This design comes from an exercise in tuning for small area on the open sky130 flow, not from production work.
RTL that was checked went through simulation tests only; none was proved equivalent to the original.
No functional check of the RTL was part of run 1.
Power figures rest on the tool's default switching activity, not on a simulated workload. The flow treats the clock pin as an ideal source, which a real chip does not have.

File: flow/design.v
`timescale 1ns / 1ps
module s_axis_remapper #(
  parameter DATA_WIDTH       = 8,
  parameter IMAGE_KERNEL_12K = 64
)(
  input  logic                  i_clk,
  input  logic                  i_aresetn,
  input  logic [DATA_WIDTH-1:0] i_axis_tdata,
  input  logic                  i_axis_tvalid,
  output logic [DATA_WIDTH-1:0] o_wr_data,      
  output logic                  o_wr_en,        
  output logic [5:0]            o_wr_idx_nx,    
  output logic                  o_kernel_done   
);
always_ff @( posedge i_clk )
  o_wr_data <= i_axis_tdata;
logic [5:0] wr_idx;
assign o_wr_idx_nx = wr_idx + o_wr_en;
always_ff @( posedge i_clk, negedge i_aresetn )
  begin
    if ( ~i_aresetn ) begin
      o_wr_en <= 1'b0;
      wr_idx  <= '0;
    end else begin
      o_wr_en <= i_axis_tvalid;
      wr_idx  <= o_wr_idx_nx;
    end
  end
assign o_kernel_done = o_wr_en & ( &wr_idx );
endmodule
`timescale 1ns / 1ps
module remapper_module #(
  parameter DATA_WIDTH       = 8,
  parameter IMAGE_KERNEL_12K = 64
)(
  input  logic                  i_clk,
  input  logic                  i_aresetn,
  input  logic [DATA_WIDTH-1:0] i_wr_data,
  input  logic                  i_wr_en,
  input  logic [5:0]            i_wr_idx_nx,    
  input  logic                  i_kernel_done,
  input  logic [5:0]            i_rd_idx_nx,    
  output logic [DATA_WIDTH-1:0] o_rd_data,
  output logic                  o_rd_frame_start,  
  output logic                  o_rd_line_end      
);
logic [8:0] kernel_cnt;
logic [1:0] kernel_mod3;
always_ff @( posedge i_clk, negedge i_aresetn )
  begin
    if ( ~i_aresetn ) begin
      kernel_cnt  <= '0;
      kernel_mod3 <= '0;
    end else if ( i_kernel_done ) begin
      kernel_cnt  <= kernel_cnt + 1'b1;
      kernel_mod3 <= ( kernel_mod3 == 2'd2 ) ? 2'd0 : kernel_mod3 + 1'b1;
    end
  end
assign o_rd_frame_start = ( kernel_cnt == 9'd1 );
assign o_rd_line_end    = ( kernel_cnt[1:0] == 2'd0 );
logic [5:0] wr_slot, rd_slot, wr_slot_nx, rd_slot_nx;
remapper_slot wr_slot_map (
  .i_idx_nx ( i_wr_idx_nx    ),
  .i_m3     ( kernel_mod3    ),
  .i_m      ( kernel_cnt[1:0] ),
  .i_done   ( i_kernel_done  ),
  .o_slot   ( wr_slot_nx     )
);
remapper_slot rd_slot_map (
  .i_idx_nx ( i_rd_idx_nx    ),
  .i_m3     ( kernel_mod3    ),
  .i_m      ( kernel_cnt[1:0] ),
  .i_done   ( i_kernel_done  ),
  .o_slot   ( rd_slot_nx     )
);
always_ff @( posedge i_clk )
  begin
    wr_slot <= wr_slot_nx;
    rd_slot <= rd_slot_nx;
  end
logic [7:0] wr_hi, wr_lo, rd_hi, rd_lo;
always_comb
  begin
    for ( int i = 0; i < 8; i++ ) begin
      wr_hi[i] = i_wr_en & ( wr_slot[5:3] == i );
      wr_lo[i] = ( wr_slot[2:0] == i );
      rd_hi[i] = ( rd_slot[5:3] == i );
      rd_lo[i] = ( rd_slot[2:0] == i );
    end
  end
logic [DATA_WIDTH-1:0] mem [0:IMAGE_KERNEL_12K-1];
always_ff @( posedge i_clk )
  for ( int s = 0; s < IMAGE_KERNEL_12K; s++ )
    if ( wr_hi[s/8] & wr_lo[s%8] ) mem[s] <= i_wr_data;
logic [IMAGE_KERNEL_12K-1:0] rd_sel;
always_comb
  for ( int s = 0; s < IMAGE_KERNEL_12K; s++ )
    rd_sel[s] = rd_hi[s/8] & rd_lo[s%8];
for ( genvar b = 0; b < DATA_WIDTH; b++ ) begin : g_rd_bit
  logic [IMAGE_KERNEL_12K-1:0] col;
  for ( genvar s = 0; s < IMAGE_KERNEL_12K; s++ ) begin : g_col
    assign col[s] = mem[s][b];
  end
  remapper_rd_bit rd_bit ( .i_data ( col ), .i_sel ( rd_sel ), .o_bit ( o_rd_data[b] ) );
end
endmodule
module remapper_rd_bit (
  input  logic [63:0] i_data,
  input  logic [63:0] i_sel,
  output logic        o_bit
);
logic [21:0] nterm;    
for ( genvar t = 0; t < 21; t++ ) begin : g_aoi
  remapper_aoi222 aoi (
    .i_a ( i_data[3*t+2:3*t] ),
    .i_b ( i_sel[3*t+2:3*t]  ),
    .o_y ( nterm[t]          )
  );
end
assign nterm[21] = ~( i_data[63] & i_sel[63] );
assign o_bit = ~&nterm;
endmodule
module remapper_aoi222 (
  input  logic [2:0] i_a,
  input  logic [2:0] i_b,
  output logic       o_y
);
assign o_y = ~|( i_a & i_b );
endmodule
module remapper_slot (
  input  logic [5:0] i_idx_nx,
  input  logic [1:0] i_m3,       
  input  logic [1:0] i_m,        
  input  logic       i_done,
  output logic [5:0] o_slot
);
logic [5:0] b, t, u;
logic       fill;
assign b    = { i_idx_nx[4], i_idx_nx[3], i_idx_nx[2], i_idx_nx[1], i_idx_nx[5], i_idx_nx[0] };
assign fill = i_m[1] ^ i_m[0];
for ( genvar j = 0; j < 6; j++ ) begin : g_bit
  remapper_mux4 rot_m3 (
    .i_d ( { b[j], b[(j+4)%6], b[(j+2)%6], b[j] } ),
    .i_s ( i_m3 ),
    .o_y ( t[j] )
  );
  remapper_mux2 rot_m0 (
    .i_d0 ( t[j]       ),
    .i_d1 ( t[(j+3)%6] ),
    .i_s  ( i_m[0]     ),
    .o_y  ( u[j]       )
  );
  assign o_slot[j] = i_done ? fill : u[j] ^ i_m[1];
end
endmodule
module remapper_mux4 (
  input  logic [3:0] i_d,
  input  logic [1:0] i_s,
  output logic       o_y
);
assign o_y = i_d[i_s];
endmodule
module remapper_mux2 (
  input  logic i_d0,
  input  logic i_d1,
  input  logic i_s,
  output logic o_y
);
assign o_y = i_s ? i_d1 : i_d0;
endmodule
`timescale 1ns / 1ps
module m_axis_remapper #(
  parameter DATA_WIDTH       = 8,
  parameter IMAGE_KERNEL_12K = 64
)(
  input  logic                  i_clk,
  input  logic                  i_aresetn,
  input  logic                  i_kernel_done,
  output logic [5:0]            o_rd_idx_nx,    
  input  logic [DATA_WIDTH-1:0] i_rd_data,
  input  logic                  i_rd_frame_start,
  input  logic                  i_rd_line_end,
  output logic [DATA_WIDTH-1:0] m_axis_tdata,
  output logic                  m_axis_tvalid,
  output logic                  m_axis_tuser,
  output logic                  m_axis_tlast
);
logic       rd_active;
logic [5:0] rd_idx;
assign o_rd_idx_nx = rd_idx + rd_active;
always_ff @( posedge i_clk, negedge i_aresetn )
  begin
    if ( ~i_aresetn ) begin
      rd_active     <= 1'b0;
      rd_idx        <= '0;
      m_axis_tvalid <= 1'b0;
      m_axis_tuser  <= 1'b0;
      m_axis_tlast  <= 1'b0;
    end else begin
      rd_active     <= i_kernel_done | ( rd_active & ~( &rd_idx ) );
      rd_idx        <= o_rd_idx_nx;
      m_axis_tvalid <= rd_active;
      m_axis_tuser  <= ( rd_idx == 6'd0 ) & i_rd_frame_start;
      m_axis_tlast  <= ( &rd_idx ) & i_rd_line_end;
    end
  end
always_ff @( posedge i_clk )
  m_axis_tdata <= i_rd_data;
endmodule
`timescale 1ns / 1ps
module sv_remapper_12k_top #(
  parameter DATA_WIDTH       = 8,
  parameter IMAGE_KERNEL_12K = 64,
  parameter IMG_WIDTH        = 256,
  parameter IMG_HEIGHT       = 128
)(
  input  logic                  i_clk,
  input  logic                  i_aresetn,
  input  logic [DATA_WIDTH-1:0] s_axis_tdata,
  input  logic                  s_axis_tvalid,
  input  logic                  s_axis_tuser,
  input  logic                  s_axis_tlast,
  output logic                  s_axis_tready,
  output logic [DATA_WIDTH-1:0] m_axis_tdata,
  output logic                  m_axis_tvalid,
  output logic                  m_axis_tuser,
  output logic                  m_axis_tlast
);
always_ff @( posedge i_clk, negedge i_aresetn )
  begin
    if ( ~i_aresetn ) s_axis_tready <= 1'b0;
    else              s_axis_tready <= 1'b1;
  end
logic [DATA_WIDTH-1:0] wr_data;
logic                  wr_en;
logic [5:0]            wr_idx_nx;
logic                  kernel_done;
logic [5:0]            rd_idx_nx;
logic [DATA_WIDTH-1:0] rd_data;
logic                  rd_frame_start;
logic                  rd_line_end;
s_axis_remapper #(
  .DATA_WIDTH       ( DATA_WIDTH       ),
  .IMAGE_KERNEL_12K ( IMAGE_KERNEL_12K )
) remapper_receiver (
  .i_clk         ( i_clk         ),
  .i_aresetn     ( i_aresetn     ),
  .i_axis_tdata  ( s_axis_tdata  ),
  .i_axis_tvalid ( s_axis_tvalid ),
  .o_wr_data     ( wr_data       ),
  .o_wr_en       ( wr_en         ),
  .o_wr_idx_nx   ( wr_idx_nx     ),
  .o_kernel_done ( kernel_done   )
);
remapper_module #(
  .DATA_WIDTH       ( DATA_WIDTH       ),
  .IMAGE_KERNEL_12K ( IMAGE_KERNEL_12K )
) remapper_proc (
  .i_clk            ( i_clk          ),
  .i_aresetn        ( i_aresetn      ),
  .i_wr_data        ( wr_data        ),
  .i_wr_en          ( wr_en          ),
  .i_wr_idx_nx      ( wr_idx_nx      ),
  .i_kernel_done    ( kernel_done    ),
  .i_rd_idx_nx      ( rd_idx_nx      ),
  .o_rd_data        ( rd_data        ),
  .o_rd_frame_start ( rd_frame_start ),
  .o_rd_line_end    ( rd_line_end    )
);
m_axis_remapper #(
  .DATA_WIDTH       ( DATA_WIDTH       ),
  .IMAGE_KERNEL_12K ( IMAGE_KERNEL_12K )
) remapper_transmitter (
  .i_clk            ( i_clk          ),
  .i_aresetn        ( i_aresetn      ),
  .i_kernel_done    ( kernel_done    ),
  .o_rd_idx_nx      ( rd_idx_nx      ),
  .i_rd_data        ( rd_data        ),
  .i_rd_frame_start ( rd_frame_start ),
  .i_rd_line_end    ( rd_line_end    ),
  .m_axis_tdata     ( m_axis_tdata   ),
  .m_axis_tvalid    ( m_axis_tvalid  ),
  .m_axis_tuser     ( m_axis_tuser   ),
  .m_axis_tlast     ( m_axis_tlast   )
);
endmodule
File: flow/run.sh
#!/bin/bash
# synth_recipe.tcl (not shown) runs the flow's synth.tcl, then flattens the netlist and writes it again
# the make line also repeats each setting of config.mk as NAME=value (left out here)
make -C /OpenROAD-flow-scripts/flow DESIGN_CONFIG=/design/flow/config.mk WORK_HOME=/design/flow/orfs CLKGATE_MAP_FILE= SYNTH_SCRIPT=/design/flow/synth_recipe.tcl finish
File: flow/config.mk
export PLATFORM = sky130hd
export DESIGN_NAME = sv_remapper_12k_top
export DESIGN_NICKNAME = sv_remapper_12k_top
export VERILOG_FILES = /design/flow/design.v
export SDC_FILE = /design/flow/constraint.sdc
export NUM_CORES = 4
export LEC_CHECK = 0
export CAP_MARGIN = 20
export CORE_MARGIN = 2
export CORE_UTILIZATION = 55
export CTS_BUF_LIST = sky130_fd_sc_hd__clkbuf_16
export CTS_CLUSTER_DIAMETER = 80
export CTS_CLUSTER_SIZE = 30
export GPL_TIMING_DRIVEN = 0
export SETUP_SLACK_MARGIN = 0.3
export SLEW_MARGIN = 20
export SYNTH_HIERARCHICAL = 1
File: flow/constraint.sdc
create_clock -name core_clock -period 4.0 [get_ports {i_clk}]
set_input_delay 0.8000 -clock core_clock [delete_from_list [all_inputs] [get_ports {i_clk}]]
set_output_delay 0.8000 -clock core_clock [all_outputs]
set_load 0.01 [all_outputs]
==> results of run 1 <==
-- through the flow --
stage | instances | utilization | area, sq um | power (W)
6_report | 1692 | 0.604 | 22700 | 0.0117
5_1_grt | 1692 | 0.604 | 22700 | 0.0121
4_1_cts | 1692 | 0.604 | 22700 | 0.0118
3_5_place_dp | 1644 | 0.581 | 21800 | 0.00863
3_3_place_gp | 1643 | 0.579 | 21700 | 0.00861
2_1_floorplan | 1110 | - | 20900 | 0.00801
-- state kept, by name, indices dropped and copies added (netlist names) --
signal                              flops
remapper_receiver.o_wr_data             8
remapper_proc.rd_slot                   6
remapper_proc.mem                     512
remapper_transmitter.m_axis_tvalid      1
remapper_receiver.wr_idx                6
remapper_proc.wr_slot                   6
remapper_proc.kernel_cnt                9
remapper_transmitter.m_axis_tdata       8
remapper_receiver.o_wr_en               1
remapper_transmitter.rd_idx             6
remapper_transmitter.m_axis_tuser       1
s_axis_tready                           1
remapper_transmitter.rd_active          1
remapper_transmitter.m_axis_tlast       1
remapper_proc.kernel_mod3               2
-- layout make-up --
cell class	count	area, sq um
clock buffer	27	676
buffer	25	215
multi-input combinational	513	3980
inverter	3	11.3
sequential	569	16700
timing repair buffer	23	243
fill	2873	14800
clock inverter	21	205
tap	511	639
-- cells by family after synthesis --
| kind of cell | count (synthesis) | share of synthesized area |
|---|---|---|
| xor gates and xnor gates | 28 | 0.0118 |
| DFF | 569 | 0.799 |
| AOI/OAI and AO/OA | 178 | 0.0841 |
| muxes | 38 | 0.0284 |
| buffers and inverters | 28 | 0.0109 |
| and+or+nand+nor | 261 | 0.0620 |
| other | 1 | 0.000180 |
| adders and majority gates | 7 | 0.00420 |
-- report_power, final --
| part | internal [W] | switching, W | total, W |
|---|---|---|---|
| Sequential | 0.00681 | 0.000229 | 0.00704 |
| Combinational | 0.000576 | 0.000860 | 0.00144 |
| Clock | 0.00137 | 0.00186 | 0.00323 |
-- modules after synthesis (local to each module, per instance), excerpt --
module,cell area [sq um],flops+latches
remapper_aoi222,10.0,0
remapper_mux2,15.0,0
remapper_mux4,22.5,0
remapper_rd_bit,51.3,0
remapper_slot,129,0
sv_remapper_12k_top,28.8,1
-- per-layer routing --
metal / up-vias / GRT usage
met5: - / 0
met4: 0 / 0.0506
met3: 46 / 0.0287
met2: 408 / 0.394
met1: 5549 / 0.343
li1: 4872 / -
-- how the worst min path moves through the flow --
stage	endpoint	startpoint	slack, ns
after CTS	remapper_proc.kernel_cnt[2]	i_aresetn	0.23
after global routing	remapper_proc.kernel_cnt[7]	i_aresetn	0.26
after global placement	remapper_transmitter.m_axis_tvalid	remapper_transmitter.rd_active	0.40
after detailed placement	remapper_transmitter.m_axis_tvalid	remapper_transmitter.rd_active	0.41
after floorplan	remapper_transmitter.m_axis_tvalid	remapper_transmitter.rd_active	0.38
final	remapper_proc.kernel_cnt[7]	i_aresetn	0.23
-- worst max-delay path, stage by stage (launching register included) --
cell	delay, ns
dfxtp_1	0.34
buf_6	0.12
nand3b_1	0.62
nor2_1	0.36
a222oi_1	0.57
nand4_1	0.26
nor4_1	0.81
nand2_1	0.14
-- cells in the final DEF (no fill, tap or decap), types with 2 or more instances in the layout --
| master | synthesis | final |
|---|---|---|
| nand3b_1 | 9 | 9 |
| clkdlybuf4s50_1 | 0 | 21 |
| nor2b_1 | 2 | 2 |
| or3b_1 | 8 | 8 |
| dfxtp_1 | 28 | 20 |
| xnor2_1 | 20 | 20 |
| mux4_2 | 12 | 12 |
| nor2_2 | 16 | 16 |
| inv_16 | 0 | 2 |
| edfxtp_1 | 512 | 512 |
| inv_8 | 0 | 2 |
| nand2_1 | 27 | 27 |
| dfrtp_1 | 29 | 28 |
| clkbuf_16 | 0 | 27 |
| ha_1 | 7 | 7 |
| inv_1 | 3 | 12 |
| xor2_1 | 8 | 8 |
| nor2_1 | 121 | 121 |
| buf_6 | 14 | 14 |
| nor4_1 | 9 | 9 |
| mux2_4 | 12 | 12 |
| nor3_1 | 2 | 2 |
| a211oi_1 | 8 | 8 |
| clkinv_4 | 0 | 2 |
| or3_1 | 2 | 2 |
| mux2i_1 | 13 | 13 |
| nand4_1 | 38 | 38 |
| clkbuf_2 | 2 | 2 |
| a222oi_1 | 168 | 168 |
| clkinv_8 | 0 | 3 |
| buf_2 | 8 | 9 |
| dfxtp_4 | 0 | 8 |
| nand3_1 | 20 | 20 |
==> impl_results.md, run 1 <==
* Later-pin clock latency in the skew report at 0.60 ns
* Post-synth EDFFs at 512
* Via Count at 10.9k
* Max FO, Critical Path at 8
* Worst R2R End: remapper_transmitter.m_axis_tdata[5]
* First-pass GRT wire length at between 60,000 and 70,000 um
* CTS Buf Count at 26
* WL met1 at 19,400 um
* Post-Synthesis Cell Area at 20,900 sq um
* Max-cap viol count at 0
* CTS max path bufs at 3
* HPWL Detailed at roughly 29,000 um
* Post-synth top area share at 0.737
* Die Wd at around 200 um
* Routed met2 length at approximately 23,000 um
* Cells after synthesis at roughly 1.1k
* Layout area overhead at 8.60%
* CTS tree: built
* Diodes inserted at 0
* Placer congestion estimate at 0.788
* Max Freq at just under 300 MHz
* Pre-antenna DRT Iters at 9
* Setup Buffers After CTS at 0
* Largest net degree at the start of global routing at 65
* Slew HR at 0.402
* Crit start category: flip-flop
* Initial DRC count at 1,723
* Max Slew Vio Count at 0
* Die area at a little under 40,000 sq um
* CTS root buf: clkbuf_16
* Final Hold Fails at 0
* Hold_ws at about 0.23 ns
* Critical Path End: remapper_transmitter.m_axis_tdata[5]
* Layout cells sized above 1 at 0.101
* Reg-to-reg critical path startpoint: remapper_proc.rd_slot[2]
* Place WS at 0.692 ns
* Total GRT Usage at 0.237
* R2R setup slack at 0.60 ns
* Synth async-reset ratio at 0.0510
* Peak supply drop at ~500 uV
* Dominant synthesized flop cell: edfxtp_1
* Sequential share of the synthesized area at 0.799
* Total gr overflow at 0
* Status: complete, no violations
* Synth area leaders: edfxtp_1, a222oi_1, dfrtp_1
* Final nets at around 1.2k
* Area leader, netlist: edfxtp_1
* Synth warn at 11
* Antenna Nets Post-Route at 0
* Distinct cells, synth at 38
* Worst path required time at between 4 and 5 ns
* R2R cell count at 7
* Post-DR vias/cell at 6.43
* Starting density of the core at 0.557
* Die height at 199 um
* # hold bufs at CTS at 0
* Mean post-synth cell area at 18.8 sq um
* Core footprint at 37,500 sq um
* DR WL/cell at between 20 and 30 um
* Initial antenna violation count at 0
* DRC errors left at 0
* Worst Tran Pin Value at 0.894 ns
* Hold Crit Class: input port to asynchronous set/reset pin
* Leakage at 7.09 nW
* Most frequent cell after synthesis: edfxtp_1
* Crit end category: flip-flop
* Routed WL at around 47,000 um
* Number of global-route vias before repair at roughly 11k
* Uppermost layer routed: met4
* Min Tclk post-route at between 3 and 4 ns
* PnR worst setup slack at 0.597 ns
* CP Data Arrival Time at between 3 and 4 ns
* Post-synth top cells: edfxtp_1, a222oi_1, nor2_1
* Crit Path Category: flip-flop to flip-flop
* Pwr Density at 516 nW/um^2
* Register clock-pin slew on the reported worst setup and hold paths at 0.10 ns
* Final setup vio count at 0
* Core Rows at 71
* Wire length on met3 at 3080 um
* Num Clock Sinks at around 570
* Yosys reg bits at 569
* Setup TNS Final at 0 ns
* Post-CTS Resized at 0
* RSZ-0062 raised after global routing: false
* # IOs at 25
* H-Tree Depth at 1
* I/O Buffers at 22
* Skew final at around 0.033 ns
* Final period utilization at 0.851
* CP Launch Point: remapper_proc.rd_slot[2]
==> run 2, diff against run 1 <==
--- a/flow/design.v
+++ b/flow/design.v
@@ -134,23 +134,27 @@
   input  logic       i_done,
   output logic [5:0] o_slot
 );
-logic [5:0] b, t, u;
-logic       fill;
+logic [5:0] b, t, u_n;
+logic       inv;
 assign b    = { i_idx_nx[4], i_idx_nx[3], i_idx_nx[2], i_idx_nx[1], i_idx_nx[5], i_idx_nx[0] };
-assign fill = i_m[1] ^ i_m[0];
+assign inv  = i_m[1] ^ ( i_done & i_m[0] );
 for ( genvar j = 0; j < 6; j++ ) begin : g_bit
   remapper_mux4 rot_m3 (
     .i_d ( { b[j], b[(j+4)%6], b[(j+2)%6], b[j] } ),
     .i_s ( i_m3 ),
     .o_y ( t[j] )
   );
-  remapper_mux2 rot_m0 (
+  remapper_mux2i rot_m0 (
     .i_d0 ( t[j]       ),
     .i_d1 ( t[(j+3)%6] ),
     .i_s  ( i_m[0]     ),
-    .o_y  ( u[j]       )
-  );
-  assign o_slot[j] = i_done ? fill : u[j] ^ i_m[1];
+    .o_y  ( u_n[j]     )
+  );
+  remapper_xnor2 apply_inv (
+    .i_a ( u_n[j]    ),
+    .i_b ( inv       ),
+    .o_y ( o_slot[j] )
+  );
 end
 endmodule
 module remapper_mux4 (
@@ -160,13 +164,20 @@
 );
 assign o_y = i_d[i_s];
 endmodule
-module remapper_mux2 (
+module remapper_mux2i (
   input  logic i_d0,
   input  logic i_d1,
   input  logic i_s,
   output logic o_y
 );
-assign o_y = i_s ? i_d1 : i_d0;
+assign o_y = ~( i_s ? i_d1 : i_d0 );
+endmodule
+module remapper_xnor2 (
+  input  logic i_a,
+  input  logic i_b,
+  output logic o_y
+);
+assign o_y = ~( i_a ^ i_b );
 endmodule
 `timescale 1ns / 1ps
 module m_axis_remapper #(
--- a/flow/config.mk
+++ b/flow/config.mk
@@ -7,7 +7,7 @@
 export LEC_CHECK = 0
 export CAP_MARGIN = 20
 export CORE_MARGIN = 2
-export CORE_UTILIZATION = 55
+export CORE_UTILIZATION = 70
 export CTS_BUF_LIST = sky130_fd_sc_hd__clkbuf_16
 export CTS_CLUSTER_DIAMETER = 80
 export CTS_CLUSTER_SIZE = 30
==> run 2 against run 1 <==
  * Still clean on timing, DRC and antenna
  * Clock-buffer cell count is 4 lower
  * Maximum frequency fell by 5.6%
  * Largest cell class unchanged
  * Highest routed layer unchanged
  * Cell count shrank 8.3%
  * Sequential share of layout area up 1.5 points
  * Routed wire length shrank 5.3%
  * Sequential cell count stayed put
==> impl_results.md, run 2 <==
* Status: complete, no violations
* H-Tree Depth at 1
* Share of power burned in combinational logic at 0.124
* Largest net degree at the start of global routing at 65
* Final core utilization at 0.769
* Crit start category: flip-flop
* Filler cells at roughly 1.7k
* Post-synth top cells: edfxtp_1, a222oi_1, nor2_1
* Distinct cells, synth at 36
* Pre-antenna DRT Iters at 8
* Post-synth EDFFs at 512
* DRC errors left at 0
* Post-CTS Resized at 0
* Die height at 176 um
* Register clock-pin slew on the reported worst setup and hold paths at 0.11 ns
* Skew final at between 0.015 and 0.02 ns
* Max FO, Critical Path at 8
* Switch share at 0.241
* CTS Buf Count at 22
* Top cell family by delay on the critical path: simple AND/OR/NAND/NOR gates
* Placer congestion estimate at 0.871
* Leakage at 6.97 nW
* Max FFs per register at 512
* Diodes inserted at 0
* Clock network power share at 0.241
* Starting density of the core at 0.716
* Met3 usage at 0.0481
* Synth area leaders: edfxtp_1, a222oi_1, dfrtp_1
* I/O Buffers at 22
* Post-synth top area share at 0.744
* Num Clock Sinks at approximately 570
* Mean post-synth cell area at 18.8 sq um
* Commonest cells after routing, fill and taps aside: edfxtp_1, a222oi_1, nor2_1
* Crit Path Category: flip-flop to flip-flop
* CTS max path bufs at 3
* RSZ-0062 raised after global routing: false
* Hold Crit Class: input port to asynchronous set/reset pin
* CP Data Arrival Time at 4.00 ns
* CP cell instances: buf_2 -> nand3b_1 -> nor2_1 -> a222oi_1 -> nand4_1 -> nor4_1 -> nand2_1
* Worst R2R End: remapper_transmitter.m_axis_tdata[0]
* Crit-path slowest cell: nor4_1
* Layout cells sized above 1 at 0.0797
* Total GRT Usage at 0.290
* Top reg by flops: remapper_proc.mem
* Later-pin clock latency in the skew report at 0.56 ns
* Layout area overhead at 7.30%
* Worst Tran Pin Value at between 1 and 1.5 ns
* Area leader, netlist: edfxtp_1
* Peak supply drop at 470 uV
* Switching power total at 0.00266 W
* Min Tclk post-route at approximately 3.6 ns
* Hold_ws at about 0.26 ns
* Synth warn at 11
* Most frequent cell after synthesis: edfxtp_1
* Setup TNS Final at 0 ns
* R2R setup slack at 0.39 ns
* First-pass GRT wire length at 65,200 um
* Crit end category: flip-flop
* Max Freq at 277 MHz
* Reg-to-reg critical path startpoint: remapper_proc.rd_slot[1]
* Cells after synthesis at 1,098
* Post-Synthesis Cell Area at 20,700 sq um
* Max Slew Vio Count at 0
* Most common cell after layout, fill and taps aside: edfxtp_1
* Final Hold Fails at 0
* # hold bufs at CTS at 0
* Int Pwr at 0.00838 W
* Yosys reg bits at 569
* CTS root buf: clkbuf_16
* Final Cell Area at 22,200 sq um
* Final period utilization at 0.902
* Die Wd at between 150 and 200 um
* GR Util met1 at 0.413
* Gr busiest metal: met2
* Met2 GRT Util at 0.472
* # IOs at 25
* Sequential share of the synthesized area at 0.806
* Worst path max stage delay at between 1 and 1.5 ns
* CTS tree: built
* Post-DR vias/cell at approximately 7.2
* Placed cell areas at 21,500 sq um
* Worst path required time at 4.39 ns
* WP buf/inv at 1
* Number of global-route vias before repair at 10.8k
* Max-cap viol count at 0
* Final nets at 1,171
* Initial antenna violation count at 0
* Routed WL at 44,100 um
* Total gr overflow at 0
* Slew HR at 0.217
* Antenna Nets Post-Route at 0
* Largest registers: remapper_proc.mem (512), remapper_proc.kernel_cnt (9)
* Core footprint at slightly below 30,000 sq um
* Setup Buffers After CTS at 0
* Via Count at 11.1k
* Synth async-reset ratio at 0.0510
* Core Rows at 62
* Final setup vio count at 0
* Pwr Density at 498 nW/um^2
* DR WL/cell at 28.4 um
* Die area at 30,900 sq um
* HPWL Detailed at around 29,000 um
* Dominant synthesized flop cell: edfxtp_1
* Initial DRC count at around 2.1k
* R2R cell count at 7
* Flop pwr share at 0.634
==> run 2: routing by layer <==
| metal | up-vias | part of all wire |
|---|---|---|
| met5 | - | 0 |
| met4 | 0 | 0.032 |
| met3 | 73 | 0.099 |
| met2 | 663 | 0.49 |
| met1 | 5539 | 0.38 |
| li1 | 4825 | - |
==> run 2: modules after synthesis (local to each module, per instance), excerpt <==
module / cells inside / flops+latches / copies in the design / area (sq um)
remapper_aoi222: 1 / 0 / 168 / 10.0
remapper_mux2i: 1 / 0 / 12 / 10.0
remapper_mux4: 1 / 0 / 12 / 22.5
remapper_slot: 2 / 0 / 2 / 12.5
sv_remapper_12k_top: 2 / 1 / 1 / 28.8
remapper_rd_bit: 9 / 0 / 8 / 51.3
remapper_xnor2: 1 / 0 / 12 / 8.76
==> run 2: worst max-delay path by stage <==
| stage | start | end | slack, ns | depth (start not counted) |
|---|---|---|---|---|
| after detailed placement | remapper_proc.rd_slot[1] | remapper_transmitter.m_axis_tdata[0] | 0.68 | 7 |
| after floorplan | remapper_receiver.o_wr_en | remapper_proc.wr_slot[0] | 2.09 | 6 |
| after global placement | remapper_proc.rd_slot[1] | remapper_transmitter.m_axis_tdata[0] | 0.69 | 7 |
| final | remapper_proc.rd_slot[1] | remapper_transmitter.m_axis_tdata[0] | 0.39 | 7 |
| after CTS | remapper_proc.rd_slot[1] | remapper_transmitter.m_axis_tdata[0] | 0.56 | 7 |
| after global routing | remapper_proc.rd_slot[1] | remapper_transmitter.m_axis_tdata[0] | 0.40 | 7 |
==> run 2: area by class of cell <==
type                    instances  area [sq um]  area share
well taps                     384           480      0.0217
repair buffers                 29           378      0.0170
clock inverters                17          63.8     0.00288
flip-flops and latches        569         16700       0.752
plain buffers                  21           183     0.00823
multi-input cells             505          3820       0.172
inverters                       3          11.3    0.000508
clock buffers                  23           576      0.0259
==> run 2: worst reg2reg max path: stages, from the launching register on <==
cell and delay, ns:
dfxtp_1 0.33, buf_2 0.16, nand3b_1 0.65, nor2_1 0.36, a222oi_1 0.48, nand4_1 0.27
nor4_1 1.03, nand2_1 0.17
==> run 2: cell families after synthesis <==
group                    synth area share
AND/OR/NAND/NOR                    0.0629
buffers and inverters             0.00938
flip-flops                          0.806
XOR/XNOR                           0.0127
AO/OA/AOI/OAI                      0.0848
multiplexers                       0.0199
adder cells (fa/ha/maj)           0.00424
other                            0.000181
==> run 2: power by group through the flow <==
stage | logic, W | clock network, W | registers (W)
2_1_floorplan | 0.000785 | 0 | 0.00713
3_3_place_gp | 0.00127 | 0 | 0.00717
3_5_place_dp | 0.00135 | 0 | 0.00714
4_1_cts | 0.00136 | 0.00269 | 0.00701
5_1_grt | 0.00146 | 0.00289 | 0.00704
6_report | 0.00137 | 0.00266 | 0.00701
==> run 2: through the flow <==
stage | cells | setup WS, ns | power [W]
2_1_floorplan | 1098 | 2.09 | 0.00791
3_3_place_gp | 1504 | 0.694 | 0.00844
3_5_place_dp | 1511 | 0.683 | 0.00849
4_1_cts | 1551 | 0.560 | 0.0111
5_1_grt | 1551 | 0.401 | 0.0114
6_report | 1551 | 0.393 | 0.0110
==> run 3, diff against run 2 <==
--- a/flow/config.mk
+++ b/flow/config.mk
@@ -7,7 +7,7 @@
 export LEC_CHECK = 0
 export CAP_MARGIN = 20
 export CORE_MARGIN = 2
-export CORE_UTILIZATION = 70
+export CORE_UTILIZATION = 80
 export CTS_BUF_LIST = sky130_fd_sc_hd__clkbuf_16
 export CTS_CLUSTER_DIAMETER = 80
 export CTS_CLUSTER_SIZE = 30
==> run 3 against run 2 <==
  * Clock skew barely moved
  * Routed wire length grew 23%
  * Highest routed layer unchanged
  * Cell count fell by 3.6%
  * Worst setup slack got worse by 0.064 ns
==> impl_results.md, run 3 <==
* Post-synth EDFFs at 512
* Number of global-route vias before repair at 12.1k
* Post-Synthesis Cell Area at just over 20,000 sq um
* Routed WL at 54,200 um
* Max Freq at 272 MHz
* Most common cell after layout, fill and taps aside: edfxtp_1
* Skew final at between 0.015 and 0.02 ns
* Filler cells at 926
* Crit Path Category: flip-flop to flip-flop
* Sequential share of the synthesized area at 0.806
* Synth area leaders: edfxtp_1, a222oi_1, dfrtp_1
* Core Rows at 58
* CTS Buf Count at 22
* Most frequent cell after synthesis: edfxtp_1
* Leakage at 6.94 nW
* Max-cap viol count at 0
* Starting density of the core at 0.819
* Initial antenna violation count at 0
* First-pass GRT wire length at 79,000 um
* DR WL/cell at 36.3 um
* Max FFs per register at between 500 and 600
* Worst path required time at roughly 4.4 ns
* Yosys reg bits at 569
* Total Power at 0.0112 W
* # hold bufs at CTS at 0
* R2R setup slack at 0.33 ns
* Final Cell Area at 22,100 sq um
* Core footprint at 25,300 sq um
* Die area at 27,100 sq um
* Post-DR vias/cell at 8.36
* Final period utilization at 0.918
* Final core utilization at 0.874
* Setup TNS Final at 0 ns
* Largest net degree at the start of global routing at 65
* Cells after synthesis at 1,098
* Synth async-reset ratio at 0.0510
* Pwr Density at 509 nW/um^2
* Largest registers: remapper_proc.mem (512), remapper_proc.kernel_cnt (9)
* Antenna Nets Post-Route at 0
* Num Clock Sinks at 569
* Setup Buffers After CTS at 0
* Status: complete, no violations
* Layout cells sized above 1 at 0.0781
* Initial DRC count at 3,406
* Area leader, netlist: edfxtp_1
* Die height at 165 um
* Post-synth top area share at 0.744
* CTS root buf: clkbuf_16
* Crit start category: flip-flop
* Commonest cells after routing, fill and taps aside: edfxtp_1, a222oi_1, nor2_1
* Post-CTS Resized at 0
* Mean post-synth cell area at 18.8 sq um
* Top reg by flops: remapper_proc.mem
* Distinct cells, synth at 36
* Worst R2R End: remapper_transmitter.m_axis_tdata[4]
* Crit end category: flip-flop
* CTS tree: built
* Reg-to-reg critical path startpoint: remapper_proc.rd_slot[1]
* DRC errors left at 0
* RSZ-0062 raised after global routing: false
* Total gr overflow at 0
* Post-synth top cells: edfxtp_1, a222oi_1, nor2_1
* Pre-antenna DRT Iters at 14
* Placer congestion estimate at between 0.9 and 1
* Final nets at 1,169
* Hold Crit Class: input port to asynchronous set/reset pin
* Min Tclk post-route at 3.67 ns
* Dominant synthesized flop cell: edfxtp_1
* Final setup vio count at 0
* # IOs at 25
* Register clock-pin slew on the reported worst setup and hold paths at 0.11 ns
* R2R cell count at 7
* Layout area overhead at 6.70%
* HPWL Detailed at 31,400 um
* Final Hold Fails at 0
* CTS max path bufs at 3
* Placed cell areas at ~21,000 sq um
* Die Wd at 165 um
* H-Tree Depth at 1
* Max FO, Critical Path at 8
* Max Slew Vio Count at 0
* Slew HR at 0.279
* Later-pin clock latency in the skew report at 0.58 ns
* CP Data Arrival Time at ~4 ns
* Via Count at between 10k and 15k
* Total GRT Usage at 0.417
* I/O Buffers at 22
* Peak supply drop at 612 uV
* Worst Tran Pin Value at 1.08 ns
* Synth warn at 11
* Diodes inserted at 0
-- run 3: power by group --
| group | leakage, nW | internal [W] | switching (W) | total [W] |
|---|---|---|---|---|
| combinational | 1.34 | 0.000506 | 0.000916 | 0.00142 |
| sequential | 5.23 | 0.00681 | 0.000234 | 0.00705 |
| clock | 0.374 | 0.00106 | 0.00170 | 0.00276 |
| total | 6.94 | 0.00838 | 0.00285 | 0.0112 |
-- run 3: worst max-delay path by stage --
stage	startpoint	endpoint	slack, ns	cells past startpoint
final	remapper_proc.rd_slot[1]	remapper_transmitter.m_axis_tdata[4]	0.33	7
after global routing	remapper_proc.rd_slot[0]	remapper_transmitter.m_axis_tdata[4]	0.49	7
after CTS	remapper_proc.rd_slot[1]	remapper_transmitter.m_axis_tdata[3]	0.84	7
after detailed placement	remapper_proc.rd_slot[2]	remapper_transmitter.m_axis_tdata[4]	1.00	7
after global placement	remapper_proc.rd_slot[2]	remapper_transmitter.m_axis_tdata[2]	1.07	7
after floorplan	remapper_receiver.o_wr_en	remapper_proc.wr_slot[0]	2.09	6
-- run 3: per-module statistics from Yosys (local to each module, per instance), a selection --
module               flip-flops and latches  area, sq um  cells  times used
remapper_rd_bit                           0         51.3      9           8
sv_remapper_12k_top                       1         28.8      2           1
remapper_mux4                             0         22.5      1          12
remapper_aoi222                           0         10.0      1         168
remapper_mux2i                            0         10.0      1          12
remapper_xnor2                            0         8.76      1          12
-- run 3: cells by family after synthesis --
kind of cell             Yosys count  share of synthesized area
adder cells (fa/ha/maj)            7                    0.00424
other                              1                   0.000181
AO/OA/AOI/OAI                    178                     0.0848
XOR/XNOR                          30                     0.0127
buffers and inverters             24                    0.00938
flip-flops                       569                      0.806
multiplexers                      26                     0.0199
AND/OR/NAND/NOR                  263                     0.0629
-- run 3: layer usage --
layer  vias up  global-route usage  part of all wire
met5         -                   0                 0
met4         0               0.194             0.065
met3       270               0.114              0.17
met2      1479               0.660              0.47
met1      5930               0.555              0.30
li1       4823                   -                 -
-- run 3: cell type report --
class	count	area (sq um)	share of cell area
Multi-Input combinational cell	505	3820	0.173
Timing Repair Buffer	27	315	0.0143
Inverter	3	11.3	0.000510
Sequential cell	569	16700	0.756
Tap cell	330	413	0.0187
Clock inverter	17	63.8	0.00289
Buffer	21	183	0.00828
Clock buffer	23	576	0.0261
-- run 3: critical path: stages, from the launching register on --
cell and delay (ns):
dfxtp_1 0.32, buf_2 0.16, nand3b_1 0.56, nor2_1 0.43
a222oi_1 0.95, nand4_1 0.36, nor4_1 0.59, nand2_1 0.17
-- run 3: stage by stage --
step / hold WS [ns] / setup WS (ns) / instances
finish: 0.227 / 0.330 / 1495
global route: 0.286 / 0.489 / 1495
CTS: 0.246 / 0.845 / 1495
detailed placement: 0.414 / 1.00 / 1455
global placement: 0.414 / 1.07 / 1450
floorplan: 0.381 / 2.09 / 1098
==> run 4, diff against run 3 <==
--- a/flow/config.mk
+++ b/flow/config.mk
@@ -7,7 +7,7 @@
 export LEC_CHECK = 0
 export CAP_MARGIN = 20
 export CORE_MARGIN = 2
-export CORE_UTILIZATION = 80
+export CORE_UTILIZATION = 55
 export CTS_BUF_LIST = sky130_fd_sc_hd__clkbuf_16
 export CTS_CLUSTER_DIAMETER = 80
 export CTS_CLUSTER_SIZE = 30
==> run 4 against run 3 <==
  * Still clean
  * Worst setup slack improved by 0.35 ns
  * Power increased by 3.9%
  * Combinational power fell by 6%
  * Worst hold slack worse by 0.0032 ns
  * Critical path depth stayed put
  * Via count is 13% lower
  * Maximum frequency increased by 10%
  * First-iteration DRC count shrank 55%
  * Clock-buffer cell count grew 4
  * Largest cell class unchanged
==> impl_results.md, run 4 <==
* Status: complete, no violations
* # IOs at 25
* Setup TNS Final at 0 ns
* Largest registers: remapper_proc.mem (512), remapper_proc.kernel_cnt (9)
* Via Count at approximately 11k
* Post-Synthesis Cell Area at approximately 21,000 sq um
* Min Tclk post-route at 3.32 ns
* Setup Buffers After CTS at 0
* PnR worst setup slack at 0.675 ns
* Layout area overhead at 8.44%
* Pwr Density at 520 nW/um^2
* Core footprint at between 30,000 and 40,000 sq um
* Post-synth EDFFs at 512
* Skew final at 0.0364 ns
* Total Power at around 0.012 W
* Max FO, Critical Path at 8
* RSZ-0062 raised after global routing: false
* Max-cap viol count at 0
* CP Data Arrival Time at 3.77 ns
* Most common cell after layout, fill and taps aside: edfxtp_1
* Number of global-route vias before repair at approximately 11k
* Cells after synthesis at 1,098
* Largest net degree at the start of global routing at 65
* Later-pin clock latency in the skew report at 0.59 ns
* DRC errors left at 0
* Final Hold Fails at 0
* Max Slew Vio Count at 0
* Starting density of the core at 0.554
* Initial DRC count at between 1.5k and 2k
* Mean post-synth cell area at 18.8 sq um
* Final setup vio count at 0
* Peak supply drop at roughly 440 uV
* Area leader, netlist: edfxtp_1
* Post-CTS Resized at 0
* Final period utilization at 0.831
* Pre-antenna DRT Iters at 10
* Post-DR vias/cell at 6.61
* Hold_ws at about 0.22 ns
* Crit Path Category: flip-flop to flip-flop
* Die Wd at 198 um
* Sequential share of the synthesized area at 0.806
* CTS root buf: clkbuf_16
* Core Rows at 71
* Max Freq at 301 MHz
* Worst path required time at 4.44 ns
* I/O Buffers at 22
* Worst path max stage delay at 0.72 ns
* Leakage at around 7 nW
* Placer congestion estimate at 0.826
* Slew HR at 0.358
* Final nets at 1,169
* Hold Crit Class: input port to asynchronous set/reset pin
* Antenna Nets Post-Route at 0
* CTS max path bufs at 3
* Num Clock Sinks at 569
* WP buf/inv at 1
* Max FFs per register at between 500 and 600
* Post-synth top area share at 0.744
* Distinct cells, synth at 36
* Synth async-reset ratio at 0.0510
* Diodes inserted at 0
* Crit-path slowest cell: nand3b_1
* Top cell family by delay on the critical path: simple AND/OR/NAND/NOR gates
* R2R cell count at 7
* Routed WL at 47,300 um
* Post-synth top cells: edfxtp_1, a222oi_1, nor2_1
* Die area at 39,200 sq um
* Crit start category: flip-flop
* # hold bufs at CTS at 0
* Total GRT Usage at 0.248
* Crit end category: flip-flop
* CTS Buf Count at 27
* Total gr overflow at 0
* Synth area leaders: edfxtp_1, a222oi_1, dfrtp_1
* Inst Count DP at 1,594
* DR WL/cell at approximately 29 um
* CTS tree: built
* Critical Path Stages at 7
* Fin cells at approximately 1.6k
* Register clock-pin slew on the reported worst setup and hold paths at between 0.1 and 0.15 ns
* Most frequent cell after synthesis: edfxtp_1
* First-pass GRT wire length at 70,300 um
* Top reg by flops: remapper_proc.mem
* Dominant synthesized flop cell: edfxtp_1
* Place WS at ~0.66 ns
* Commonest cells after routing, fill and taps aside: edfxtp_1, a222oi_1, nor2_1
* Yosys reg bits at 569
* H-Tree Depth at 1
* HPWL Detailed at 29,500 um
* CP cell instances: buf_2 -> nand3b_1 -> nor2_1 -> a222oi_1 -> nand4_1 -> nor4_1 -> nand2_1
* R2R setup slack at 0.68 ns
* Initial antenna violation count at 0
* Layout cells sized above 1 at 0.0890
* Synth warn at 11
* Worst Tran Pin Value at approximately 0.96 ns
* Die height at 198 um
-- run 4: worst paths after layout --
check | end | start
max | remapper_transmitter.m_axis_tdata[3] | remapper_proc.rd_slot[1]
min | remapper_transmitter.m_axis_tuser | i_aresetn
max reg2reg | remapper_transmitter.m_axis_tdata[3] | remapper_proc.rd_slot[1]
min reg2reg | remapper_transmitter.m_axis_tvalid | remapper_transmitter.rd_active
max in group asynchronous | remapper_transmitter.m_axis_tlast | i_aresetn
min in group core_clock | remapper_transmitter.m_axis_tvalid | remapper_transmitter.rd_active
-- run 4: area by class of cell --
type	instances	area, sq um
buffer	21	183
clock buffer	27	676
clock inverter	22	231
fill	2765	14900
inverter	3	11.3
multi-input combinational	505	3820
sequential	569	16700
tap	474	593
timing repair buffer	22	215
-- run 4: report_power, final --
group          leakage, nW  switching (W)  internal, W
sequential            5.23       0.000233      0.00681
clock                0.461        0.00191      0.00139
combinational         1.29       0.000835     0.000496
-- run 4: worst register-to-register path, delay by kind of cell (launching register included) --
family                 cells  cell delay (ns)
AOI/OAI and AO/OA          1             0.49
buffers and inverters      1             0.14
DFF                        1             0.31
and+or+nand+nor            5             2.24
-- run 4: cells by family (layout without fill, tap and decap cells) --
group / after synthesis / after routing / synth area share
mux: 26 / 26 / 0.0199
flops: 569 / 569 / 0.806
fa+ha+maj: 7 / 7 / 0.00424
other cells: 1 / 1 / 0.000181
buf+inv: 24 / 95 / 0.00938
compound gates: 178 / 178 / 0.0848
simple gates: 263 / 263 / 0.0629
xor+xnor: 30 / 30 / 0.0127
-- run 4: modules after synthesis, one instance, submodules excluded, excerpt --
module / flip-flops and latches / cell area [sq um] / cells inside
remapper_aoi222: 0 / 10.0 / 1
remapper_mux4: 0 / 22.5 / 1
remapper_mux2i: 0 / 10.0 / 1
sv_remapper_12k_top: 1 / 28.8 / 2
remapper_slot: 0 / 12.5 / 2
remapper_rd_bit: 0 / 51.3 / 9
remapper_xnor2: 0 / 8.76 / 1
-- run 4: per-stage QoR --
| stage | area (sq um) | utilization |
|---|---|---|
| after floorplan | 20700 | - |
| after global placement | 21500 | 0.576 |
| after detailed placement | 21500 | 0.577 |
| after CTS | 22400 | 0.601 |
| after global routing | 22400 | 0.601 |
| final | 22400 | 0.601 |
-- run 4: layer usage --
metal,vias to the layer above,part of all wire,track usage
met5,-,0,0
met4,0,0.028,0.0646
met3,62,0.083,0.0434
met2,421,0.47,0.397
met1,5543,0.41,0.357
li1,4829,-,-
==> run 5, diff against run 4 <==
==> flow/flow/run.sh (new file) <==
#!/bin/bash
# Layout flow: the standard layout (standard.sh), unchanged except that
# the clock tree is built without dummy loads and the ports are buffered with
# buf_2 cells. The whole make output goes to standard.log here; each ORFS
# step also keeps its own log under orfs/logs/.
set -euo pipefail
CTS_ARGS="-sink_clustering_enable -repair_clock_nets -dont_use_dummy_load"
CTS_ARGS+=" -sink_clustering_size 30 -sink_clustering_max_diameter 80"
CTS_ARGS+=" -buf_list sky130_fd_sc_hd__clkbuf_16"
bash standard.sh "CTS_ARGS=$CTS_ARGS" \
  "BUFFER_PORTS_ARGS=-buffer_cell sky130_fd_sc_hd__buf_2" \
  finish > standard.log 2>&1
==> flow/standard.sh (new file) <==
#!/bin/bash
# synth_recipe.tcl (not shown) runs the flow's synth.tcl, then flattens the netlist and writes it again
# the make line also repeats each setting of config.mk as NAME=value (left out here)
make -C /OpenROAD-flow-scripts/flow DESIGN_CONFIG=/design/flow/config.mk WORK_HOME=/design/flow/orfs CLKGATE_MAP_FILE= SYNTH_SCRIPT=/design/flow/synth_recipe.tcl "${@:-finish}"
--- a/flow/config.mk
+++ b/flow/config.mk
@@ -7,7 +7,7 @@
 export LEC_CHECK = 0
 export CAP_MARGIN = 20
 export CORE_MARGIN = 2
-export CORE_UTILIZATION = 55
+export CORE_UTILIZATION = 70
 export CTS_BUF_LIST = sky130_fd_sc_hd__clkbuf_16
 export CTS_CLUSTER_DIAMETER = 80
 export CTS_CLUSTER_SIZE = 30
removed: flow/run.sh
==> run 5 against run 4 <==
  * Highest routed layer unchanged
  * Non-clock buffer count is 9 higher
  * Register-to-register slack worse by 0.16 ns
  * Combinational power about the same
  * Critical path depth did not move
  * Synthesized cell count stayed put
==> impl_results.md, run 5 <==
* Worst Tran Pin Value at 0.945 ns
* Via Count at 11.1k
* First-pass GRT wire length at ~66,000 um
* Core Rows at 62
* Routed WL at 43,900 um
* Max FO, Critical Path at 8
* Num Clock Sinks at 569
* Min Tclk post-route at 3.48 ns
* Die Wd at around 180 um
* Mean post-synth cell area at between 15 and 20 sq um
* Leakage at ~6.9 nW
* Register clock-pin slew on the reported worst setup and hold paths at 0.11 ns
* Later-pin clock latency in the skew report at 0.57 ns
* # IOs at 25
* Die height at 176 um
* Final Hold Fails at 0
* CTS Buf Count at 22
* Number of global-route vias before repair at around 11k
* H-Tree Depth at 1
* Crit start category: flip-flop
* Filler cells at 1,656
* Max Freq at roughly 290 MHz
* CP Data Arrival Time at roughly 3.8 ns
* Post-synth top area share at 0.744
* Final period utilization at 0.871
* Hold Crit Class: input port to asynchronous set/reset pin
* Inst Count DP at 1,513
* Final nets at 1,173
* Area leader, netlist: edfxtp_1
* Layout cells sized above 1 at 0.0999
* Core footprint at 28,900 sq um
* Yosys reg bits at 569
* Register area at 16,700 sq um
* R2R setup slack at 0.52 ns
* Dominant synthesized flop cell: edfxtp_1
* RSZ-0062 raised after global routing: false
* Diodes inserted at 0
* Most common cell after layout, fill and taps aside: edfxtp_1
* Reg-to-reg critical path startpoint: remapper_proc.rd_slot[1]
* Critical Path End: remapper_transmitter.m_axis_tdata[4]
* Final setup vio count at 0
* Slew HR at 0.364
* CP Launch Point: remapper_proc.rd_slot[1]
* Post-CTS Resized at 0
* Total GRT Usage at 0.290
* Total gr overflow at 0
* Final core utilization at 0.763
* Largest net degree at the start of global routing at 44
* Starting density of the core at 0.716
* Hold_ws at ~0.27 ns
* Pwr Density at 494 nW/um^2
* R2R cell count at 7
* DR WL/cell at 28.6 um
* Max FFs per register at 512
* Worst R2R End: remapper_transmitter.m_axis_tdata[4]
* CTS root buf: clkbuf_16
* Multi-input gate area at 3820 sq um
* Synth warn at 11
* DRC errors left at 0
* Synth area leaders: edfxtp_1, a222oi_1, dfrtp_1
* Post-Synthesis Cell Area at ~21,000 sq um
* Max Slew Vio Count at 0
* # hold bufs at CTS at 0
* Setup Buffers After CTS at 0
* Largest registers: remapper_proc.mem (512), remapper_proc.kernel_cnt (9)
* Commonest cells after routing, fill and taps aside: edfxtp_1, a222oi_1, nor2_1
* Setup TNS Final at 0 ns
* Initial antenna violation count at 0
* Distinct cells, synth at 36
* Most frequent cell after synthesis: edfxtp_1
* Sequential share of the synthesized area at 0.806
* Cells after synthesis at 1,098
* Crit Path Category: flip-flop to flip-flop
* Status: complete, no violations
* Post-synth top cells: edfxtp_1, a222oi_1, nor2_1
* Post-synth EDFFs at 512
* Skew final at approximately 0.053 ns
* HPWL Detailed at just under 30,000 um
* Pre-antenna DRT Iters at 10
* CTS tree: built
* Antenna Nets Post-Route at 0
* I/O Buffers at 22
* Worst path required time at 4.36 ns
* Initial DRC count at just under 2k
* Peak supply drop at 389 uV
* Max-cap viol count at 0
* Fin cells at 1,535
* Placer congestion estimate at 0.902
* CTS max path bufs at 3
* Post-DR vias/cell at 7.23
* Top reg by flops: remapper_proc.mem
* Crit end category: flip-flop
* Die area at 30,900 sq um
* Synth async-reset ratio at 0.0510
* Layout area overhead at 6.55%
## run 5: kinds of logic (layout without fill, tap and decap cells)
family                   count (synthesis)  count (layout)  share of synthesized area
buffers and inverters                   24              77                    0.00938
AO/OA/AOI/OAI                          178             178                     0.0848
multiplexers                            26              26                     0.0199
other                                    1               1                   0.000181
flip-flops                             569             569                      0.806
XOR/XNOR                                30              30                     0.0127
adder cells (fa/ha/maj)                  7               7                    0.00424
AND/OR/NAND/NOR                        263             263                     0.0629
## run 5: layout make-up
class | count | share of cell area
plain buffers | 21 | 0.00829
repair buffers | 31 | 0.0142
well taps | 384 | 0.0218
multi-input cells | 505 | 0.173
inverters | 3 | 0.000511
clock buffers | 22 | 0.0250
flip-flops and latches | 569 | 0.757
## run 5: power by group
group / leakage [nW] / internal (W) / switching, W
registers: 5.23 / 0.00681 / 0.000183
clock network: 0.271 / 0.000995 / 0.00157
logic: 1.39 / 0.000466 / 0.000867
total: 6.89 / 0.00827 / 0.00262
## run 5: how the worst min path moves through the flow
stage,to,slack (ns),start,depth (start not counted)
after detailed placement,remapper_transmitter.m_axis_tvalid,0.41,remapper_transmitter.rd_active,0
after global routing,remapper_receiver.wr_idx[5],0.31,i_aresetn,1
after floorplan,remapper_transmitter.m_axis_tvalid,0.38,remapper_transmitter.rd_active,0
after CTS,remapper_receiver.wr_idx[5],0.28,i_aresetn,1
after global placement,remapper_transmitter.m_axis_tvalid,0.40,remapper_transmitter.rd_active,0
final,remapper_receiver.wr_idx[5],0.27,i_aresetn,1
## run 5: per-module statistics from Yosys, one instance, submodules excluded, a selection
module,cells,copies in the design,flip-flops and latches
remapper_mux4,1,12,0
sv_remapper_12k_top,2,1,1
remapper_rd_bit,9,8,0
remapper_aoi222,1,168,0
remapper_xnor2,1,12,0
remapper_mux2i,1,12,0
remapper_slot,2,2,0
## run 5: worst max-delay path, stage by stage (launching register included)
cell	delay [ns]
dfxtp_1	0.32
buf_2	0.16
nand3b_1	0.63
nor2_1	0.35
a222oi_1	0.51
nand4_1	0.28
nor4_1	0.87
nand2_1	0.18
## run 5: metrics by stage
stage | setup slack [ns] | power [W] | area (sq um)
2_1_floorplan | 2.09 | 0.00791 | 20700
3_5_place_dp | 0.734 | 0.00845 | 21500
3_3_place_gp | 0.780 | 0.00838 | 21300
4_1_cts | 0.682 | 0.0109 | 22000
5_1_grt | 0.549 | 0.0112 | 22000
6_report | 0.517 | 0.0109 | 22000
## run 5: routing by layer
| layer | GRT usage | vias to the layer above | part of all wire |
|---|---|---|---|
| li1 | - | 4809 | - |
| met4 | 0.0988 | 0 | 0.037 |
| met2 | 0.462 | 628 | 0.48 |
| met1 | 0.424 | 5574 | 0.39 |
| met5 | 0 | - | 0 |
| met3 | 0.0431 | 89 | 0.098 |
==> run 6, diff against run 5 <==
--- a/flow/config.mk
+++ b/flow/config.mk
@@ -5,7 +5,7 @@
 export SDC_FILE = /design/flow/constraint.sdc
 export NUM_CORES = 4
 export LEC_CHECK = 0
-export CAP_MARGIN = 20
+export CAP_MARGIN = 0
 export CORE_MARGIN = 2
 export CORE_UTILIZATION = 70
 export CTS_BUF_LIST = sky130_fd_sc_hd__clkbuf_16
@@ -13,5 +13,5 @@
 export CTS_CLUSTER_SIZE = 30
 export GPL_TIMING_DRIVEN = 0
 export SETUP_SLACK_MARGIN = 0.3
-export SLEW_MARGIN = 20
+export SLEW_MARGIN = 0
 export SYNTH_HIERARCHICAL = 1
==> run 6 against run 5 <==
  * Still clean on timing, DRC and antenna
  * Die area stayed put
  * Clock skew is 0.027 ns lower
  * Routed wire length is 0.19% lower
  * Via count is 0.31% higher
  * Final area is 0.16% lower
  * Worst setup slack better by 0.054 ns
  * Maximum frequency is 1.6% higher
  * Sequential power hardly changed
  * Cell count hardly changed
  * First-iteration DRC count is 12% higher
  * Synthesized cell count stayed put
  * Critical endpoint unchanged
==> impl_results.md, run 6 <==
* CTS Buf Count at 22
* Worst path required time at 4.37 ns
* Yosys reg bits at between 500 and 600
* CTS max path bufs at 3
* Starting density of the core at 0.716
* First-pass GRT wire length at 65,100 um
* Max Freq at roughly 290 MHz
* Largest registers: remapper_proc.mem (512), remapper_proc.kernel_cnt (9)
* Crit start category: flip-flop
* Final Hold Fails at 0
* Die height at 176 um
* Max-cap viol count at 0
* WL met1 at 16,300 um
* Final nets at 1,172
* Post-DR vias/cell at 7.26
* HPWL Detailed at about 29,000 um
* Place WS at roughly 0.73 ns
* Mean post-synth cell area at ~19 sq um
* Top cell family by delay on the critical path: simple AND/OR/NAND/NOR gates
* Crit-path slowest cell: nor4_1
* I/O Buffers at 22
* Distinct cells, synth at 36
* Uppermost layer routed: met4
* Num Clock Sinks at 569
* Register clock-pin slew on the reported worst setup and hold paths at 0.10 ns
* Final period utilization at 0.857
* Routed met2 length at 21,200 um
* Top reg by flops: remapper_proc.mem
* Synth warn at 11
* Pwr Density at 495 nW/um^2
* Layout cells sized above 1 at 0.0991
* Max Slew Vio Count at 0
* Largest net degree at the start of global routing at 52
* WP buf/inv at 1
* # hold bufs at CTS at 0
* Total gr overflow at 0
* Synth area leaders: edfxtp_1, a222oi_1, dfrtp_1
* Post-synth top area share at 0.744
* Routed WL at around 44,000 um
* Max FO, Critical Path at 8
* Commonest cells after routing, fill and taps aside: edfxtp_1, a222oi_1, nor2_1
* Status: complete, no violations
* Setup Buffers After CTS at 0
* Wire length on met3 at 4760 um
* Via Count at about 11k
* Die Wd at 176 um
* Sequential share of the synthesized area at 0.806
* Core Rows at 62
* Post-CTS Resized at 0
* Min Tclk post-route at roughly 3.4 ns
* Slew HR at 0.349
* Later-pin clock latency in the skew report at between 0.5 and 0.6 ns
* Post-synth EDFFs at 512
* Post-synth top cells: edfxtp_1, a222oi_1, nor2_1
* Total GRT Usage at 0.289
* H-Tree Depth at 1
* Placer congestion estimate at 0.902
* CTS root buf: clkbuf_16
* Cells after synthesis at about 1.1k
* CP Data Arrival Time at 3.80 ns
* DRC errors left at 0
* Most frequent cell after synthesis: edfxtp_1
* Peak supply drop at between 400 and 500 uV
* PnR worst setup slack at approximately 0.57 ns
* # IOs at 25
* Antenna Nets Post-Route at 0
* Final core utilization at 0.762
* Worst path max stage delay at about 0.8 ns
* Pre-antenna DRT Iters at 12
* Final setup vio count at 0
* Most common cell after layout, fill and taps aside: edfxtp_1
* Diodes inserted at 0
* Max FFs per register at 512
* RSZ-0062 raised after global routing: false
* CTS tree: built
* Core footprint at 28,900 sq um
* Crit end category: flip-flop
* DR WL/cell at 28.6 um
* Area leader, netlist: edfxtp_1
* Die area at 30,900 sq um
* Worst Tran Pin Value at 0.972 ns
* Layout area overhead at 6.38%
* Crit Path Category: flip-flop to flip-flop
* Initial antenna violation count at 0
* Synth async-reset ratio at 0.0510
* Hold Crit Class: input port to asynchronous set/reset pin
* Dominant synthesized flop cell: edfxtp_1
* Number of global-route vias before repair at 10.8k
* Leakage at 6.88 nW
* Skew final at 0.0261 ns
* CP cell instances: buf_2 -> nand3b_1 -> nor2_1 -> a222oi_1 -> nand4_1 -> nor4_1 -> nand2_1
* Initial DRC count at 2,191
* Post-Synthesis Cell Area at 20,700 sq um
* Setup TNS Final at 0 ns
[run 6: cell counts after synthesis]
Identical to the previous run, type by type.
[run 6: modules after synthesis (local to each module, per instance), a selection]
| module | copies in the design | cells inside | flops+latches |
|---|---|---|---|
| sv_remapper_12k_top | 1 | 2 | 1 |
| remapper_xnor2 | 12 | 1 | 0 |
| remapper_aoi222 | 168 | 1 | 0 |
| remapper_mux4 | 12 | 1 | 0 |
| remapper_slot | 2 | 2 | 0 |
| remapper_mux2i | 12 | 1 | 0 |
| remapper_rd_bit | 8 | 9 | 0 |
[run 6: kinds of logic after synthesis]
logic type,count (synthesis),share of synthesized area
flip-flops,569,0.806
AND/OR/NAND/NOR,263,0.0629
AO/OA/AOI/OAI,178,0.0848
XOR/XNOR,30,0.0127
multiplexers,26,0.0199
buffers and inverters,24,0.00938
adder cells (fa/ha/maj),7,0.00424
other,1,0.000181
[run 6: area by class of cell]
| cell class | count | area [sq um] |
|---|---|---|
| flip-flops and latches | 569 | 16700 |
| fillers | 1669 | 6860 |
| multi-input cells | 505 | 3820 |
| clock buffers | 22 | 551 |
| well taps | 384 | 480 |
| repair buffers | 30 | 278 |
| plain buffers | 21 | 183 |
| inverters | 3 | 11.3 |
[run 6: power by group]
part           internal (W)  switching (W)
Clock              0.000995        0.00156
Sequential          0.00681       0.000180
Combinational      0.000462       0.000868
Total               0.00827        0.00261
[run 6: final timing paths]
check                                          startpoint                              endpoint  slack (ns)  cells past startpoint
min in group core_clock                   s_axis_tdata[2]        remapper_receiver.o_wr_data[2]        0.35                      1
setup / recovery                 remapper_proc.rd_slot[1]  remapper_transmitter.m_axis_tdata[4]        0.57                      7
hold / removal                                  i_aresetn           remapper_receiver.wr_idx[5]        0.27                      1
setup reg to reg                 remapper_proc.rd_slot[1]  remapper_transmitter.m_axis_tdata[4]        0.57                      7
hold reg to reg            remapper_transmitter.rd_active    remapper_transmitter.m_axis_tvalid        0.43                      0
max in group asynchronous                       i_aresetn        remapper_transmitter.rd_idx[4]        3.32                      1
[run 6: layer usage]
| metal | up-vias | global-route usage |
|---|---|---|
| li1 | 4816 | - |
| met1 | 5565 | 0.420 |
| met2 | 673 | 0.465 |
| met3 | 80 | 0.0411 |
| met4 | 0 | 0.0937 |
| met5 | - | 0 |
[run 6: through the flow]
| stage | instances | instance area [sq um] | power, W | hold WS (ns) |
|---|---|---|---|---|
| after floorplan | 1098 | 20700 | 0.00791 | 0.381 |
| final | 1534 | 22000 | 0.0109 | 0.266 |
| after global placement | 1504 | 21300 | 0.00838 | 0.398 |
| after detailed placement | 1512 | 21400 | 0.00844 | 0.411 |
| after CTS | 1534 | 22000 | 0.0109 | 0.263 |
| after global routing | 1534 | 22000 | 0.0112 | 0.312 |
==> run 7, diff against run 6 <==
==> flow/flow/run.sh (replaced) <==
#!/bin/bash
# Layout flow: the standard layout (standard.sh), unchanged except that
# the clock tree is built without dummy loads and the ports are buffered with
# buf_2 cells, and the buffers of synthesis are removed before placement
# (repair then adds the ones the layout needs). The whole make output goes to standard.log here; each ORFS
# step also keeps its own log under orfs/logs/.
set -euo pipefail
CTS_ARGS="-sink_clustering_enable -repair_clock_nets -dont_use_dummy_load"
CTS_ARGS+=" -sink_clustering_size 30 -sink_clustering_max_diameter 80"
CTS_ARGS+=" -buf_list sky130_fd_sc_hd__clkbuf_16"
bash standard.sh "CTS_ARGS=$CTS_ARGS" \
  "BUFFER_PORTS_ARGS=-buffer_cell sky130_fd_sc_hd__buf_2" \
  REMOVE_ABC_BUFFERS=1 \
  finish > standard.log 2>&1
==> run 7 against run 6 <==
  * Via count down 0.48%
  * Worst setup slack worse by 0.20 ns
  * Clock power about the same
  * First-iteration DRC count shrank 9.1%
  * Synthesized area unchanged
  * Core utilization decreased by 0.64 points
  * Critical endpoint is now remapper_transmitter.m_axis_tdata[2]
  * Highest routed layer unchanged
==> impl_results.md, run 7 <==
* Status: complete, no violations
* Setup Buffers After CTS at 0
* Starting density of the core at 0.716
* Final nets at between 1k and 1.5k
* Antenna Nets Post-Route at 0
* Final Hold Fails at 0
* Top reg by flops: remapper_proc.mem
* Post-CTS Resized at 0
* CTS Buf Count at 22
* Worst path max stage delay at 0.86 ns
* RSZ-0062 raised after global routing: false
* Slew HR at 0.343
* CP Data Arrival Time at between 4 and 5 ns
* H-Tree Depth at 1
* Layout cells sized above 1 at 0.0833
* Final period utilization at 0.907
* Most frequent cell after synthesis: edfxtp_1
* Routed WL at around 44,000 um
* Area leader, netlist: edfxtp_1
* I/O Buffers at 22
* Crit Path Category: flip-flop to flip-flop
* First-pass GRT wire length at 65,500 um
* PnR worst setup slack at 0.372 ns
* Core Rows at just over 60
* Crit end category: flip-flop
* Post-DR vias/cell at 7.32
* Synth async-reset ratio at 0.0510
* Final setup vio count at 0
* Dominant synthesized flop cell: edfxtp_1
* Placer congestion estimate at 0.812
* Total GRT Usage at 0.291
* Register clock-pin slew on the reported worst setup and hold paths at 0.11 ns
* Die area at 30,900 sq um
* Place WS at approximately 0.50 ns
* Core footprint at between 20,000 and 30,000 sq um
* Multi-input gate area at 3830 sq um
* Worst path required time at 4.39 ns
* Worst Tran Pin Value at 0.976 ns
* Leakage at 6.76 nW
* Post-synth EDFFs at 512
* Crit-path slowest cell: nor4_1
* Hold Crit Class: input port to asynchronous set/reset pin
* Peak supply drop at approximately 420 uV
* Layout area overhead at 5.48%
* # hold bufs at CTS at 0
* Post-synth top area share at 0.744
* Register area at about 17,000 sq um
* Total gr overflow at 0
* Synth warn at 11
* Synth area leaders: edfxtp_1, a222oi_1, dfrtp_1
* Max Freq at 276 MHz
* # IOs at 25
* Cells after synthesis at 1,098
* CTS root buf: clkbuf_16
* Sequential share of the synthesized area at 0.806
* DRC errors left at 0
* Mean post-synth cell area at 18.8 sq um
* Final core utilization at 0.756
* Yosys reg bits at 569
* Distinct cells, synth at 36
* Number of global-route vias before repair at 10.6k
* Skew final at 0.0156 ns
* Post-Synthesis Cell Area at 20,700 sq um
* DR WL/cell at 29.0 um
* CP cell instances: nand3b_1 -> nor2_1 -> a222oi_1 -> nand4_1 -> nor4_1 -> nand2_1
* Max FO, Critical Path at 8
* HPWL Detailed at 28,600 um
* Initial DRC count at 1,992
* Num Clock Sinks at 569
* Crit start category: flip-flop
* Largest net degree at the start of global routing at between 40 and 50
* CTS max path bufs at 3
* Filler cells at 1,646
* Die Wd at 176 um
* Post-synth top cells: edfxtp_1, a222oi_1, nor2_1
* Initial antenna violation count at 0
* Later-pin clock latency in the skew report at 0.56 ns
* Pre-antenna DRT Iters at 9
* Most common cell after layout, fill and taps aside: edfxtp_1
* Setup TNS Final at 0 ns
* Max FFs per register at between 500 and 600
* Die height at about 180 um
* Pwr Density at 496 nW/um^2
* Diodes inserted at 0
* Largest registers: remapper_proc.mem (512), remapper_proc.kernel_cnt (9)
* Commonest cells after routing, fill and taps aside: edfxtp_1, a222oi_1, nor2_1
* CTS tree: built
* Via Count at about 11k
* Min Tclk post-route at approximately 3.6 ns
* Max Slew Vio Count at 0
* Max-cap viol count at 0
==> run 7: cell types whose count changed in the layout (fill, tap and decap cells not counted) <==
cell and delta:
buf_12 +1, buf_16 -1, buf_2 -8, buf_4 -1, buf_6 -12, nor3_1 -1, nor3_2 +1
==> run 7: power by group <==
group / total [W] / switching (W) / leakage (nW) / internal [W]
registers: 0.00702 / 0.000211 / 5.23 / 0.00681
clock network: 0.00257 / 0.00157 / 0.271 / 0.000995
logic: 0.00122 / 0.000829 / 1.26 / 0.000391
total: 0.0108 / 0.00261 / 6.76 / 0.00820
==> run 7: stage by stage <==
step	cell area [sq um]	std cells	total power (W)	hold WS, ns
floorplan	20500	1077	0.00783	0.381
global placement	21100	1483	0.00832	0.405
detailed placement	21300	1491	0.00836	0.405
CTS	21800	1513	0.0108	0.253
global route	21800	1513	0.0111	0.286
finish	21800	1513	0.0108	0.239
==> run 7: cell families after synthesis <==
family,share of synthesized area
flops,0.806
other cells,0.000181
fa+ha+maj,0.00424
mux,0.0199
compound gates,0.0848
simple gates,0.0629
xor+xnor,0.0127
buf+inv,0.00938
==> run 7: Yosys stat by module (local to each module, per instance), a selection <==
module | area (sq um) | cells
remapper_aoi222 | 10.0 | 1
remapper_mux2i | 10.0 | 1
remapper_mux4 | 22.5 | 1
remapper_rd_bit | 51.3 | 9
remapper_slot | 12.5 | 2
remapper_xnor2 | 8.76 | 1
sv_remapper_12k_top | 28.8 | 2
==> run 7: final timing paths <==
path,startpoint,endpoint,slack [ns],cells after the start
min in group core_clock,s_axis_tdata[3],remapper_receiver.o_wr_data[3],0.33,1
setup reg to reg,remapper_proc.rd_slot[2],remapper_transmitter.m_axis_tdata[2],0.37,6
hold / removal,i_aresetn,remapper_receiver.wr_idx[0],0.24,1
setup / recovery,remapper_proc.rd_slot[2],remapper_transmitter.m_axis_tdata[2],0.37,6
max in group asynchronous,i_aresetn,remapper_transmitter.rd_idx[4],3.36,1
hold reg to reg,remapper_transmitter.rd_active,remapper_transmitter.m_axis_tvalid,0.43,0
==> run 7: cell type report <==
| class | count | area share |
|---|---|---|
| clock buffers | 22 | 0.0252 |
| inverters | 3 | 0.000516 |
| multi-input cells | 505 | 0.175 |
| flip-flops and latches | 569 | 0.764 |
| well taps | 384 | 0.0220 |
| repair buffers | 30 | 0.0124 |
==> run 7: critical path: cells and delay by family (launching register included) <==
kind            cells  cell delay (ns)
flops               1             0.43
simple gates        5             2.38
compound gates      1             0.63
==> run 7: metal layers <==
layer,vias to the layer above,track usage,share of wire,wire [um]
met1,5584,0.425,0.38,16600
met3,91,0.0392,0.10,4420
met2,640,0.466,0.49,21300
li1,4766,-,-,-
met5,-,0,0,0
met4,0,0.0992,0.034,1510

Setup slack of run 7, layout unchanged: 0.372 ns with ideal ports, 0.372 ns with driving cells assumed (clock clkbuf_16, inputs buf_2), 0.372 ns with port delays also shifted by the 0.605 ns mid clock arrival.
